This design comes from an exercise in tuning for small area and a short achievable clock period on the open sky130 flow, not from production work. The RTL was checked by simulation tests, not by an equivalence proof against the original design.

<file path="design/flow/run.sh">
#!/bin/bash
# synth_recipe.tcl (not shown) runs the flow's synth.tcl, then flattens the netlist and writes it again
# the make line also repeats each setting of config.mk as NAME=value (left out here)
make -C /OpenROAD-flow-scripts/flow DESIGN_CONFIG=/design/flow/config.mk WORK_HOME=/design/flow/orfs CLKGATE_MAP_FILE= SYNTH_SCRIPT=/design/flow/synth_recipe.tcl finish
</file>
<file path="design/flow/config.mk">
export PLATFORM = sky130hd
export DESIGN_NAME = complex_multiplier
export DESIGN_NICKNAME = complex_multiplier
export VERILOG_FILES = /design/flow/design.v
export SDC_FILE = /design/flow/constraint.sdc
export NUM_CORES = 4
export LEC_CHECK = 0
export CAP_MARGIN = 20
export CORE_MARGIN = 2
export CORE_UTILIZATION = 30
export SLEW_MARGIN = 20
</file>
<file path="design/flow/constraint.sdc">
create_clock -name core_clock -period 9.0 [get_ports {clk}]
set_input_delay 1.8000 -clock core_clock [delete_from_list [all_inputs] [get_ports {clk}]]
set_output_delay 1.8000 -clock core_clock [all_outputs]
set_load 0.01 [all_outputs]
</file>
<file path="design/flow/design.v">
module fpu_lzc (
    input  wire [47:0] data_in,
    output reg  [5:0]  count        
);
    always @(*) begin
        casez (data_in)
            48'b1???????????????????????????????????????????????: count = 6'd0;
            48'b01??????????????????????????????????????????????: count = 6'd1;
            48'b001?????????????????????????????????????????????: count = 6'd2;
            48'b0001????????????????????????????????????????????: count = 6'd3;
            48'b00001???????????????????????????????????????????: count = 6'd4;
            48'b000001??????????????????????????????????????????: count = 6'd5;
            48'b0000001?????????????????????????????????????????: count = 6'd6;
            48'b00000001????????????????????????????????????????: count = 6'd7;
            48'b000000001???????????????????????????????????????: count = 6'd8;
            48'b0000000001??????????????????????????????????????: count = 6'd9;
            48'b00000000001?????????????????????????????????????: count = 6'd10;
            48'b000000000001????????????????????????????????????: count = 6'd11;
            48'b0000000000001???????????????????????????????????: count = 6'd12;
            48'b00000000000001??????????????????????????????????: count = 6'd13;
            48'b000000000000001?????????????????????????????????: count = 6'd14;
            48'b0000000000000001????????????????????????????????: count = 6'd15;
            48'b00000000000000001???????????????????????????????: count = 6'd16;
            48'b000000000000000001??????????????????????????????: count = 6'd17;
            48'b0000000000000000001?????????????????????????????: count = 6'd18;
            48'b00000000000000000001????????????????????????????: count = 6'd19;
            48'b000000000000000000001???????????????????????????: count = 6'd20;
            48'b0000000000000000000001??????????????????????????: count = 6'd21;
            48'b00000000000000000000001?????????????????????????: count = 6'd22;
            48'b000000000000000000000001????????????????????????: count = 6'd23;
            48'b0000000000000000000000001???????????????????????: count = 6'd24;
            48'b00000000000000000000000001??????????????????????: count = 6'd25;
            48'b000000000000000000000000001?????????????????????: count = 6'd26;
            48'b0000000000000000000000000001????????????????????: count = 6'd27;
            48'b00000000000000000000000000001???????????????????: count = 6'd28;
            48'b000000000000000000000000000001??????????????????: count = 6'd29;
            48'b0000000000000000000000000000001?????????????????: count = 6'd30;
            48'b00000000000000000000000000000001????????????????: count = 6'd31;
            48'b000000000000000000000000000000001???????????????: count = 6'd32;
            48'b0000000000000000000000000000000001??????????????: count = 6'd33;
            48'b00000000000000000000000000000000001?????????????: count = 6'd34;
            48'b000000000000000000000000000000000001????????????: count = 6'd35;
            48'b0000000000000000000000000000000000001???????????: count = 6'd36;
            48'b00000000000000000000000000000000000001??????????: count = 6'd37;
            48'b000000000000000000000000000000000000001?????????: count = 6'd38;
            48'b0000000000000000000000000000000000000001????????: count = 6'd39;
            48'b00000000000000000000000000000000000000001???????: count = 6'd40;
            48'b000000000000000000000000000000000000000001??????: count = 6'd41;
            48'b0000000000000000000000000000000000000000001?????: count = 6'd42;
            48'b00000000000000000000000000000000000000000001????: count = 6'd43;
            48'b000000000000000000000000000000000000000000001???: count = 6'd44;
            48'b0000000000000000000000000000000000000000000001??: count = 6'd45;
            48'b00000000000000000000000000000000000000000000001?: count = 6'd46;
            48'b000000000000000000000000000000000000000000000001: count = 6'd47;
            48'b000000000000000000000000000000000000000000000000: count = 6'd48;   
            default: count = 6'd0;
        endcase
    end
endmodule
module fpu_unpack (
    input  wire [31:0] ieee_in,
    output wire        sign,
    output wire [7:0]  exponent,
    output wire [23:0] significand,     
    output wire        is_zero,
    output wire        is_inf,
    output wire        is_nan,
    output wire        is_qnan,         
    output wire        is_snan,         
    output wire        is_subnormal
);
    assign sign     = ieee_in[31];
    assign exponent = ieee_in[30:23];
    wire [22:0] fraction = ieee_in[22:0];
    assign is_zero = (exponent == 8'd0) && (fraction == 23'd0);
    assign is_inf = (exponent == 8'd255) && (fraction == 23'd0);
    assign is_nan = (exponent == 8'd255) && (fraction != 23'd0);
    assign is_qnan = is_nan && fraction[22];
    assign is_snan = is_nan && ~fraction[22];
    assign is_subnormal = (exponent == 8'd0) && (fraction != 23'd0);
    assign significand = is_subnormal ? {1'b0, fraction} :
                         is_zero      ? 24'd0 :
                         is_nan       ? {1'b1, fraction} :
                         is_inf       ? 24'd0 :
                                        {1'b1, fraction};   
endmodule
module fpu_multiplier (
    input  wire [23:0] multiplicand,   
    input  wire [23:0] multiplier,     
    output wire [47:0] product         
);
    assign product = multiplicand * multiplier;
endmodule
module fpu_shift_correction (
    input  wire [47:0] shifted_sum,     
    input  wire [8:0]  norm_exp,        
    input  wire        guard_in,        
    input  wire        round_in,        
    input  wire        sticky_in,       
    output reg  [47:0] corrected_sum,   
    output reg  [8:0]  corrected_exp,   
    output reg         guard,           
    output reg         round,           
    output reg         sticky           
);
    wire needs_correction;
    assign needs_correction = (shifted_sum[47] == 1'b0) && (shifted_sum != 48'd0);
    always @(*) begin
        if (needs_correction) begin
            corrected_sum = {shifted_sum[46:0], 1'b0};
            corrected_exp = norm_exp - 9'd1;
            guard  = guard_in;
            round  = round_in;
            sticky = sticky_in;
        end
        else begin
            corrected_sum = shifted_sum;
            corrected_exp = norm_exp;
            guard  = guard_in;
            round  = round_in;
            sticky = sticky_in;
        end
    end
endmodule
module fpu_adder (
    input  wire [47:0] operand_a,       
    input  wire [47:0] operand_b,       
    input  wire        effective_sub,   
    input  wire        sticky_in,       
    output reg  [48:0] sum,             
    output reg         result_sign,     
    output wire        guard,           
    output wire        round,           
    output wire        sticky           
);
    reg [48:0] extended_a;
    reg [48:0] extended_b;
    reg [48:0] raw_sum;
    always @(*) begin
        extended_a = {1'b0, operand_a};
        extended_b = {1'b0, operand_b};
        if (effective_sub) begin
            raw_sum = extended_a - extended_b;
            if (raw_sum[48]) begin   
                raw_sum = -raw_sum;
                result_sign = 1'b1;
            end
            else begin
                result_sign = 1'b0;
            end
        end
        else begin
            raw_sum = extended_a + extended_b;
            result_sign = 1'b0;   
        end
        sum = raw_sum;
    end
    assign guard = sum[2];
    assign round = sum[1];
    assign sticky = sum[0] | sticky_in;
endmodule
module fpu_rounder (
    input  wire [47:0] mantissa,       
    input  wire [8:0]  exponent,       
    input  wire        sign,           
    input  wire        guard,          
    input  wire        round,          
    input  wire        sticky,         
    input  wire [2:0]  rm,             
    output reg  [22:0] mantissa_rounded,   
    output reg  [7:0]  exponent_rounded,   
    output wire        inexact,            
    output wire        overflow            
);
    localparam RNE = 3'b000;   
    localparam RTZ = 3'b001;   
    localparam RDN = 3'b010;   
    localparam RUP = 3'b011;   
    localparam RMM = 3'b100;   
    wire lsb = mantissa[24];   
    reg round_up;
    always @(*) begin
        case (rm)
            RNE: begin
                round_up = guard & (round | sticky | lsb);
            end
            RTZ: begin
                round_up = 1'b0;
            end
            RDN: begin
                round_up = sign & (guard | round | sticky);
            end
            RUP: begin
                round_up = ~sign & (guard | round | sticky);
            end
            RMM: begin
                round_up = guard;
            end
            default: begin
                round_up = 1'b0;
            end
        endcase
    end
    reg [24:0] mantissa_inc;   
    reg [23:0] mantissa_pre_round;
    always @(*) begin
        mantissa_pre_round = mantissa[47:24];
        mantissa_inc = 25'd0;
        if (round_up) begin
            mantissa_inc = {1'b0, mantissa_pre_round} + 25'd1;
            if (mantissa_inc[24]) begin
                mantissa_rounded = mantissa_inc[23:1];
                exponent_rounded = exponent[7:0] + 8'd1;
            end
            else begin
                mantissa_rounded = mantissa_inc[22:0];
                exponent_rounded = exponent[7:0];
            end
        end
        else begin
            mantissa_rounded = mantissa_pre_round[22:0];
            exponent_rounded = exponent[7:0];
        end
    end
    assign inexact = guard | round | sticky;
    assign overflow = (exponent_rounded == 8'd255);
endmodule
module fpu_pack (
    input  wire        sign,
    input  wire [7:0]  exponent,
    input  wire [22:0] mantissa,       
    output wire [31:0] ieee_out
);
    assign ieee_out = {sign, exponent, mantissa};
endmodule
module fp32_multiplier_pipe (
    input  wire        clk,
    input  wire        rst_n,
    input  wire [31:0] x,         
    input  wire [31:0] y,         
    input  wire [2:0]  rm,        
    output reg  [31:0] product,   
    output reg  [4:0]  flags      
);
    reg [31:0] x_s1, y_s1;
    reg [2:0]  rm_s1;
    wire       xs, ys;
    wire [7:0] xe, ye;
    wire [23:0] xm, ym;
    wire x_zero, y_zero;
    wire x_inf, y_inf;
    wire x_nan, y_nan;
    fpu_unpack unpack_x (
        .ieee_in     (x_s1),
        .sign        (xs),
        .exponent    (xe),
        .significand (xm),
        .is_zero     (x_zero),
        .is_inf      (x_inf),
        .is_nan      (x_nan),
        .is_qnan     (),
        .is_snan     (),
        .is_subnormal()
    );
    fpu_unpack unpack_y (
        .ieee_in     (y_s1),
        .sign        (ys),
        .exponent    (ye),
        .significand (ym),
        .is_zero     (y_zero),
        .is_inf      (y_inf),
        .is_nan      (y_nan),
        .is_qnan     (),
        .is_snan     (),
        .is_subnormal()
    );
    wire is_special_s1 = x_nan | y_nan | x_inf | y_inf | x_zero | y_zero;
    wire result_nan_s1 = x_nan | y_nan | (x_inf & y_zero) | (y_inf & x_zero);
    wire result_inf_s1 = (x_inf | y_inf) & !result_nan_s1;
    wire result_zero_s1 = (x_zero | y_zero) & !result_nan_s1;
    wire result_sign_s1 = xs ^ ys;
    always @(posedge clk or negedge rst_n) begin
        if (!rst_n) begin
            x_s1 <= 32'd0;
            y_s1 <= 32'd0;
            rm_s1 <= 3'd0;
        end else begin
            x_s1 <= x;
            y_s1 <= y;
            rm_s1 <= rm;
        end
    end
    reg [47:0] product_s2;
    reg [8:0]  prod_exp_s2;
    reg        prod_sign_s2;
    reg        is_special_s2, result_nan_s2, result_inf_s2, result_zero_s2;
    reg [2:0]  rm_s2;
    wire [47:0] mult_result;
    fpu_multiplier mul (
        .multiplicand (xm),
        .multiplier   (ym),
        .product      (mult_result)
    );
    wire [8:0] exp_sum = {1'b0, xe} + {1'b0, ye} - 9'd127;
    always @(posedge clk or negedge rst_n) begin
        if (!rst_n) begin
            product_s2 <= 48'd0;
            prod_exp_s2 <= 9'd0;
            prod_sign_s2 <= 1'b0;
            is_special_s2 <= 1'b0;
            result_nan_s2 <= 1'b0;
            result_inf_s2 <= 1'b0;
            result_zero_s2 <= 1'b0;
            rm_s2 <= 3'd0;
        end else begin
            product_s2 <= mult_result;
            prod_exp_s2 <= exp_sum;
            prod_sign_s2 <= result_sign_s1;
            is_special_s2 <= is_special_s1;
            result_nan_s2 <= result_nan_s1;
            result_inf_s2 <= result_inf_s1;
            result_zero_s2 <= result_zero_s1;
            rm_s2 <= rm_s1;
        end
    end
    wire [47:0] normalized_sig;   
    wire [8:0]  normalized_exp;
    wire        guard_bit, round_bit, sticky_bit;
    fpu_shift_correction shift_corr (
        .shifted_sum    (product_s2),
        .norm_exp       (prod_exp_s2),
        .guard_in       (1'b0),   
        .round_in       (1'b0),   
        .sticky_in      (1'b0),   
        .corrected_sum  (normalized_sig),
        .corrected_exp  (normalized_exp),
        .guard          (guard_bit),
        .round          (round_bit),
        .sticky         (sticky_bit)
    );
    wire [22:0] rounded_mantissa;
    wire [7:0]  rounded_exp;
    wire        inexact;
    wire        round_overflow;
    fpu_rounder rounder (
        .mantissa        (normalized_sig),
        .exponent        (normalized_exp),
        .sign            (prod_sign_s2),
        .guard           (guard_bit),
        .round           (round_bit),
        .sticky          (sticky_bit),
        .rm              (rm_s2),
        .mantissa_rounded(rounded_mantissa),
        .exponent_rounded(rounded_exp),
        .inexact         (inexact),
        .overflow        (round_overflow)
    );
    wire [8:0] final_exp = {1'b0, rounded_exp};
    wire overflow = round_overflow || (rounded_exp == 8'd255);
    wire underflow = (final_exp[8] == 1'b1) || (rounded_exp == 8'd0);
    wire [31:0] normal_result;
    fpu_pack packer (
        .sign        (prod_sign_s2),
        .exponent    (rounded_exp),
        .mantissa    (rounded_mantissa),
        .ieee_out    (normal_result)
    );
    wire [31:0] special_result = is_special_s2 ? (
                                    result_nan_s2   ? 32'h7FC00000 :   
                                    result_inf_s2   ? {prod_sign_s2, 8'hFF, 23'd0} :   
                                    result_zero_s2  ? {prod_sign_s2, 31'd0} :   
                                                      normal_result
                                  ) : (
                                    overflow        ? {prod_sign_s2, 8'hFF, 23'd0} :   
                                    underflow       ? {prod_sign_s2, 31'd0} :   
                                                      normal_result
                                  );
    always @(posedge clk or negedge rst_n) begin
        if (!rst_n) begin
            product <= 32'd0;
            flags <= 5'd0;
        end else begin
            product <= special_result;
            flags <= {result_nan_s2, 1'b0, overflow, underflow, inexact};
        end
    end
endmodule
module fp32_adder_pipe (
    input  wire        clk,
    input  wire        rst_n,
    input  wire [31:0] x,         
    input  wire [31:0] y,         
    input  wire        sub,       
    input  wire [2:0]  rm,        
    output reg  [31:0] sum,       
    output reg  [4:0]  flags      
);
    reg [31:0] x_s1, y_s1;
    reg        sub_s1;
    reg [2:0]  rm_s1;
    wire       xs, ys;
    wire [7:0] xe, ye;
    wire [23:0] xm, ym;
    wire x_zero, y_zero;
    wire x_inf, y_inf;
    wire x_nan, y_nan;
    fpu_unpack unpack_x (
        .ieee_in     (x_s1),
        .sign        (xs),
        .exponent    (xe),
        .significand (xm),
        .is_zero     (x_zero),
        .is_inf      (x_inf),
        .is_nan      (x_nan),
        .is_qnan     (),
        .is_snan     (),
        .is_subnormal()
    );
    fpu_unpack unpack_y (
        .ieee_in     (y_s1),
        .sign        (ys),
        .exponent    (ye),
        .significand (ym),
        .is_zero     (y_zero),
        .is_inf      (y_inf),
        .is_nan      (y_nan),
        .is_qnan     (),
        .is_snan     (),
        .is_subnormal()
    );
    wire eff_sub_s1 = xs ^ ys ^ sub_s1;
    wire is_special_s1 = x_nan | y_nan | x_inf | y_inf;
    wire result_nan_s1 = x_nan | y_nan | (x_inf & y_inf & eff_sub_s1);
    wire result_inf_s1 = (x_inf | y_inf) & !result_nan_s1;
    wire result_sign_inf_s1 = x_inf ? xs : (ys ^ sub_s1);
    always @(posedge clk or negedge rst_n) begin
        if (!rst_n) begin
            x_s1 <= 32'd0;
            y_s1 <= 32'd0;
            sub_s1 <= 1'b0;
            rm_s1 <= 3'd0;
        end else begin
            x_s1 <= x;
            y_s1 <= y;
            sub_s1 <= sub;
            rm_s1 <= rm;
        end
    end
    reg [47:0] xm_aligned_s2, ym_aligned_s2;
    reg [8:0]  larger_exp_s2;
    reg        xs_s2, ys_s2, eff_sub_s2;
    reg        is_special_s2, result_nan_s2, result_inf_s2;
    reg        result_sign_inf_s2;
    reg [2:0]  rm_s2;
    wire [47:0] xm_ext = {xm, 24'd0};
    wire [47:0] ym_ext = {ym, 24'd0};
    wire [7:0] exp_diff = (xe > ye) ? (xe - ye) : (ye - xe);
    wire x_larger = (xe >= ye);
    wire [47:0] xm_aligned_wire = x_larger ? xm_ext : (xm_ext >> exp_diff);
    wire [47:0] ym_aligned_wire = x_larger ? (ym_ext >> exp_diff) : ym_ext;
    wire [8:0]  larger_exp_wire = x_larger ? {1'b0, xe} : {1'b0, ye};
    always @(posedge clk or negedge rst_n) begin
        if (!rst_n) begin
            xm_aligned_s2 <= 48'd0;
            ym_aligned_s2 <= 48'd0;
            larger_exp_s2 <= 9'd0;
            xs_s2 <= 1'b0;
            ys_s2 <= 1'b0;
            eff_sub_s2 <= 1'b0;
            is_special_s2 <= 1'b0;
            result_nan_s2 <= 1'b0;
            result_inf_s2 <= 1'b0;
            result_sign_inf_s2 <= 1'b0;
            rm_s2 <= 3'd0;
        end else begin
            xm_aligned_s2 <= xm_aligned_wire;
            ym_aligned_s2 <= ym_aligned_wire;
            larger_exp_s2 <= larger_exp_wire;
            xs_s2 <= xs;
            ys_s2 <= ys ^ sub_s1;
            eff_sub_s2 <= eff_sub_s1;
            is_special_s2 <= is_special_s1;
            result_nan_s2 <= result_nan_s1;
            result_inf_s2 <= result_inf_s1;
            result_sign_inf_s2 <= result_sign_inf_s1;
            rm_s2 <= rm_s1;
        end
    end
    reg [48:0] raw_sum_s3;
    reg        result_sign_s3;
    reg [8:0]  exp_s3;
    reg        is_special_s3, result_nan_s3, result_inf_s3;
    reg        result_sign_inf_s3;
    reg [2:0]  rm_s3;
    wire [48:0] sum_result;
    wire        sum_sign;
    fpu_adder adder (
        .operand_a    (xm_aligned_s2),
        .operand_b    (ym_aligned_s2),
        .effective_sub(eff_sub_s2),
        .sticky_in    (1'b0),
        .sum          (sum_result),
        .result_sign  (sum_sign),
        .guard        (),
        .round        (),
        .sticky       ()
    );
    always @(posedge clk or negedge rst_n) begin
        if (!rst_n) begin
            raw_sum_s3 <= 49'd0;
            result_sign_s3 <= 1'b0;
            exp_s3 <= 9'd0;
            is_special_s3 <= 1'b0;
            result_nan_s3 <= 1'b0;
            result_inf_s3 <= 1'b0;
            result_sign_inf_s3 <= 1'b0;
            rm_s3 <= 3'd0;
        end else begin
            raw_sum_s3 <= sum_result;
            result_sign_s3 <= xs_s2 ^ sum_sign;
            exp_s3 <= larger_exp_s2;
            is_special_s3 <= is_special_s2;
            result_nan_s3 <= result_nan_s2;
            result_inf_s3 <= result_inf_s2;
            result_sign_inf_s3 <= result_sign_inf_s2;
            rm_s3 <= rm_s2;
        end
    end
    wire [5:0] lzc;
    fpu_lzc lzc_inst (
        .data_in (raw_sum_s3[48:1]),
        .count   (lzc)
    );
    wire [48:0] normalized = raw_sum_s3 << lzc;
    wire [8:0]  normalized_exp = exp_s3 - {3'd0, lzc};
    wire [22:0] mantissa_rounded;
    wire [7:0]  exponent_rounded;
    wire        inexact;
    wire        round_overflow;
    fpu_rounder rounder (
        .mantissa         (normalized[48:1]),
        .exponent         (normalized_exp),
        .sign             (result_sign_s3),
        .guard            (normalized[24]),
        .round            (normalized[23]),
        .sticky           (|normalized[22:0]),
        .rm               (rm_s3),
        .mantissa_rounded (mantissa_rounded),
        .exponent_rounded (exponent_rounded),
        .inexact          (inexact),
        .overflow         (round_overflow)
    );
    wire overflow_detected = (exponent_rounded == 8'd255);
    wire underflow_detected = (normalized_exp[8] == 1'b1) || (normalized_exp == 9'd0);
    wire is_zero = (raw_sum_s3 == 49'd0);
    wire [31:0] normal_result;
    fpu_pack packer (
        .sign        (result_sign_s3),
        .exponent    (exponent_rounded),
        .mantissa    (mantissa_rounded),
        .ieee_out    (normal_result)
    );
    wire [31:0] special_result = result_nan_s3      ? 32'h7FC00000 :   
                                  result_inf_s3      ? {result_sign_inf_s3, 8'hFF, 23'd0} :   
                                  is_zero            ? {result_sign_s3, 31'd0} :   
                                  overflow_detected  ? {result_sign_s3, 8'hFF, 23'd0} :   
                                  underflow_detected ? {result_sign_s3, 31'd0} :   
                                                       normal_result;
    always @(posedge clk or negedge rst_n) begin
        if (!rst_n) begin
            sum <= 32'd0;
            flags <= 5'd0;
        end else begin
            sum <= special_result;
            flags <= {result_nan_s3, 1'b0, overflow_detected, underflow_detected, inexact};
        end
    end
endmodule
module complex_multiplier (
    input  wire        clk,
    input  wire        rst_n,
    input  wire        enable,
    input  wire [31:0] a_real,
    input  wire [31:0] a_imag,
    input  wire [31:0] c_real,
    input  wire [31:0] c_imag,
    output wire [31:0] result_real,
    output wire [31:0] result_imag,
    output wire        valid
);
    wire [31:0] ac, bd, ad, bc;
    fp32_multiplier_pipe mul_ac (
        .clk     (clk),
        .rst_n   (rst_n),
        .x       (a_real),
        .y       (c_real),
        .rm      (3'b000),   
        .product (ac),
        .flags   ()   
    );
    fp32_multiplier_pipe mul_bd (
        .clk     (clk),
        .rst_n   (rst_n),
        .x       (a_imag),
        .y       (c_imag),
        .rm      (3'b000),
        .product (bd),
        .flags   ()
    );
    fp32_multiplier_pipe mul_ad (
        .clk     (clk),
        .rst_n   (rst_n),
        .x       (a_real),
        .y       (c_imag),
        .rm      (3'b000),
        .product (ad),
        .flags   ()
    );
    fp32_multiplier_pipe mul_bc (
        .clk     (clk),
        .rst_n   (rst_n),
        .x       (a_imag),
        .y       (c_real),
        .rm      (3'b000),
        .product (bc),
        .flags   ()
    );
    fp32_adder_pipe add_real (
        .clk    (clk),
        .rst_n  (rst_n),
        .x      (ac),
        .y      (bd),
        .sub    (1'b1),       
        .rm     (3'b000),
        .sum    (result_real),
        .flags  ()
    );
    fp32_adder_pipe add_imag (
        .clk    (clk),
        .rst_n  (rst_n),
        .x      (ad),
        .y      (bc),
        .sub    (1'b0),       
        .rm     (3'b000),
        .sum    (result_imag),
        .flags  ()
    );
    reg [6:0] valid_shift;
    always @(posedge clk or negedge rst_n) begin
        if (!rst_n)
            valid_shift <= 7'b0;
        else
            valid_shift <= {valid_shift[5:0], enable};
    end
    assign valid = valid_shift[6];
endmodule
</file>
==> flow_metrics.tcl <==
set metrics [dict create \
    outcome "no timing/DRC/antenna violations" \
    root_buffer "clkbuf_16" \
    synth_cells 16000 \
    tns_ns 0 \
    grt_antenna_before_repair 44 \
    grt_max_degree 146 \
    num_vias 113000 \
    report.final.slew_viol_count 0 \
    routedWlPerCell_um 21.3 \
    synthFlopType "dfrtp_1" \
    most-common-layout-cells "inv_1 (2522), nand2_1 (1945), fa_1 (1942)" \
    hold_violations 0 \
    die_w_um 688 \
    clock_skew_ns 0.130 \
    grt_pass1_wl_mm 720 \
    min_path_type "reg2reg" \
    max_stage_delay_ns 0.54 \
    drc 0 \
    port_buffers 195 \
    placed_cells 21800 \
    cts_inserted_buffers 121 \
    ys_ff_latch 1040 \
    setup_viol 0 \
    cts_sinks 1040 \
    critPathSlowestCell "fa_1" \
    maxCapViolations 0 \
    start_util_pct 30.1 \
    clock_latency_ns 0.93 \
    worstPathArrival_ns 9.38 \
    antenna_left 0 \
    critPathRequiredTime_ns 9.76 \
    post_cts_buffers 0 \
    synth_nets 19000 \
    die_y_um 688 \
    worstMarginPinSlew_ns 1.08 \
    synthesis.area_um2 140000 \
    num_rows 251 \
    drive_gt1_share_pct 5.86 \
    dr.first_iter.drc_count 9908 \
    syn_area_per_cell_um2 8.80 \
    fin_crit_ns 8.62 \
    post-route-period-util_pct 95.8 \
    hpwl_mm 365 \
    routabilityCongestion 0.970 \
    io_pins 196 \
    layout_commonest_cell "inv_1" \
    synth_cell_types 114 \
    crit_fanout 25 \
    grt_use_total_pct 19.6 \
    ys.warnings.count 7 \
    synth_edf_count 0 \
    viasPerCell 5.13 \
    relSlewSlack_pct 26.0 \
    first_global_vias 116000 \
    clockBufferDepth 4 \
    start_kind "flip-flop" \
    drt_wl_total_mm 470 \
    overflow 0 \
    fillCellCount 48600 \
    fmax_mhz 116 \
    synthTopCellsByArea "fa_1 (28%), dfrtp_1 (19%), ha_1 (8.9%)" \
    core_um2 467000 \
    worstSetupPathType "reg2reg" \
    first_pass_iters 6 \
    rsz0062_at_grt "false" \
    fin_util_pct 33.1 \
    clk_pin_slew_worst_paths_ns 0.07 \
    htree_levels 3 \
    synth_area_leader_cell "fa_1" \
    critPathCaptureType "flip-flop" \
    yosysTopAreaCellShare_pct 27.7 \
    cts_tree "yes" \
    whs_ns 0.299 \
    die_area_um2 473000 \
    async_flop_share_pct 100 \
    syn2layout_area_growth_pct 10.0 \
    synth.yosys.seq_area_share_pct 18.5 \
    final_nets 18800 \
    final_cells 22100 \
]
==> synth_stat cells (21+ instances only) <==
| library cell | number |
|---|---|
| a21o_1 | 145 |
| and2_1 | 1111 |
| nand3b_1 | 23 |
| ha_1 | 994 |
| and3_1 | 158 |
| fa_1 | 1942 |
| a22oi_1 | 64 |
| dfrtp_1 | 1040 |
| mux2_2 | 54 |
| o21bai_1 | 73 |
| buf_2 | 56 |
| o31ai_1 | 47 |
| o21a_1 | 62 |
| a221o_1 | 25 |
| or4_1 | 31 |
| nor2b_1 | 64 |
| nor2_1 | 825 |
| a211oi_1 | 114 |
| o221ai_1 | 24 |
| clkbuf_1 | 782 |
| nor4b_1 | 22 |
| a21oi_1 | 696 |
| nand2b_1 | 69 |
| nor3_1 | 245 |
| nand4_1 | 105 |
| or3_1 | 61 |
| o21ai_0 | 443 |
| inv_1 | 2522 |
| a32oi_1 | 21 |
| a31oi_1 | 90 |
| nand2_1 | 1946 |
| o22a_1 | 27 |
| o22ai_1 | 68 |
| buf_1 | 56 |
| nor4_1 | 157 |
| or2_2 | 40 |
| o211ai_1 | 66 |
| a22o_1 | 35 |
| xnor2_1 | 362 |
| xor2_1 | 153 |
| nand3_1 | 288 |
| mux2i_1 | 353 |
| a211o_1 | 25 |
| a221oi_1 | 29 |
==> final timing paths <==
check	from	endpoint	slack [ns]	cells after the start
min in group asynchronous	rst_n	add_real.sum[3]	0.86	1
worst min register to register	mul_ad.product[27]	add_imag.x_s1[27]	0.30	0
max in group asynchronous	rst_n	mul_bc.x_s1[19]	6.05	3
worst min-delay path	mul_ad.product[27]	add_imag.x_s1[27]	0.30	0
worst max register to register	mul_ad.x_s1[6]	mul_ad.product_s2[44]	0.38	34
worst max-delay path	mul_ad.x_s1[6]	mul_ad.product_s2[44]	0.38	34
==> cells by family (layout without fill, tap and decap cells) <==
| group | count (synthesis) | count (layout) | synth area share [%] |
|---|---|---|---|
| simple gates | 5234 | 5234 | 18.2 |
| buf+inv | 3446 | 3352 | 9.34 |
| fa+ha+maj | 2936 | 2936 | 36.6 |
| compound gates | 2358 | 2358 | 10.9 |
| flops | 1040 | 1040 | 18.5 |
| xor+xnor | 515 | 515 | 3.21 |
| mux | 423 | 423 | 3.19 |
| other cells | 1 | 14 | 0.00267 |
==> what timing repair did <==
| action | in CTS | in global routing |
|---|---|---|
| hold buffers | 0 | 0 |
| endpoints found under the setup margin | 0 | 12 |
| resized for setup | 0 | 11 |
==> state kept, by name, indices dropped and copies added, names as in the netlist, 48 cells and up <==
signal and flops:
add_imag.raw_sum_s3 49, add_imag.xm_aligned_s2 48, add_imag.ym_aligned_s2 48, add_real.raw_sum_s3 49, add_real.xm_aligned_s2 48, add_real.ym_aligned_s2 48, mul_ac.product_s2 48, mul_ad.product_s2 48
mul_bc.product_s2 48, mul_bd.product_s2 48
==> through the flow <==
stage / instance area [µm²] / setup slack, ns
after floorplan: 140000 / 1.00
after global placement: 150000 / 0.335
after detailed placement: 150000 / 0.366
after CTS: 154000 / 0.249
after global routing: 154000 / 0.00666
final: 154000 / 0.378
==> metal layers <==
| metal | up-vias | track usage (%) | part of all wire, % |
|---|---|---|---|
| li1 | 50900 | - | - |
| met5 | - | 0 | 0.025 |
| met3 | 855 | 3.68 | 8.3 |
| met2 | 4567 | 29.9 | 43 |
| met1 | 56900 | 27.6 | 44 |
| met4 | 22 | 7.06 | 4.0 |
==> critical path: cells and delay by family (launching register included) <==
family | cells | cell delay, ns
adders and majority gates | 8 | 3.91
AOI/OAI and AO/OA | 9 | 1.71
buffers and inverters | 12 | 1.70
DFF | 1 | 0.53
and+or+nand+nor | 5 | 0.65
==> final cells by class <==
type,count,area (µm²),area share [%]
antenna,13,32.5,0.0211
clock buffer,150,3270,2.12
clock inverter,71,973,0.630
inverter,2534,9510,6.16
multi-input combinational,11500,102000,65.8
sequential,1040,26100,16.9
tap,6198,7750,5.02
timing repair buffer,597,5170,3.35

## static timing again, ports no longer ideal
How much do the figures lean on ideal ports? The routed layout below was timed once more, with nothing changed but the port constraints.
Step 1: set_driving_cell puts a clkbuf_16 on clk and a buf_2 on each other input, an assumption about the parent block.
Step 2, shift: input delay + t, output delay - t, t = (earliest + latest rising clock arrival at the registers) / 2. This alone moves slack from input paths to output paths.
a / b / c = ideal ports / drivers / drivers and shift; a / b = the first two.
shift t [ns]: 0.979
setup WS [ns]: 0.378 / 0.378 / 0.378
worst hold slack (ns): 0.299 / 0.299 / 0.299
worst setup path after step 2: register to register
worst register clock-pin slew, ns: 0.08 / 0.08
After both steps setup and hold are still met in this run. The setup slack of this run moves by 0.000 ns with the drivers and by 0.000 ns with both steps.
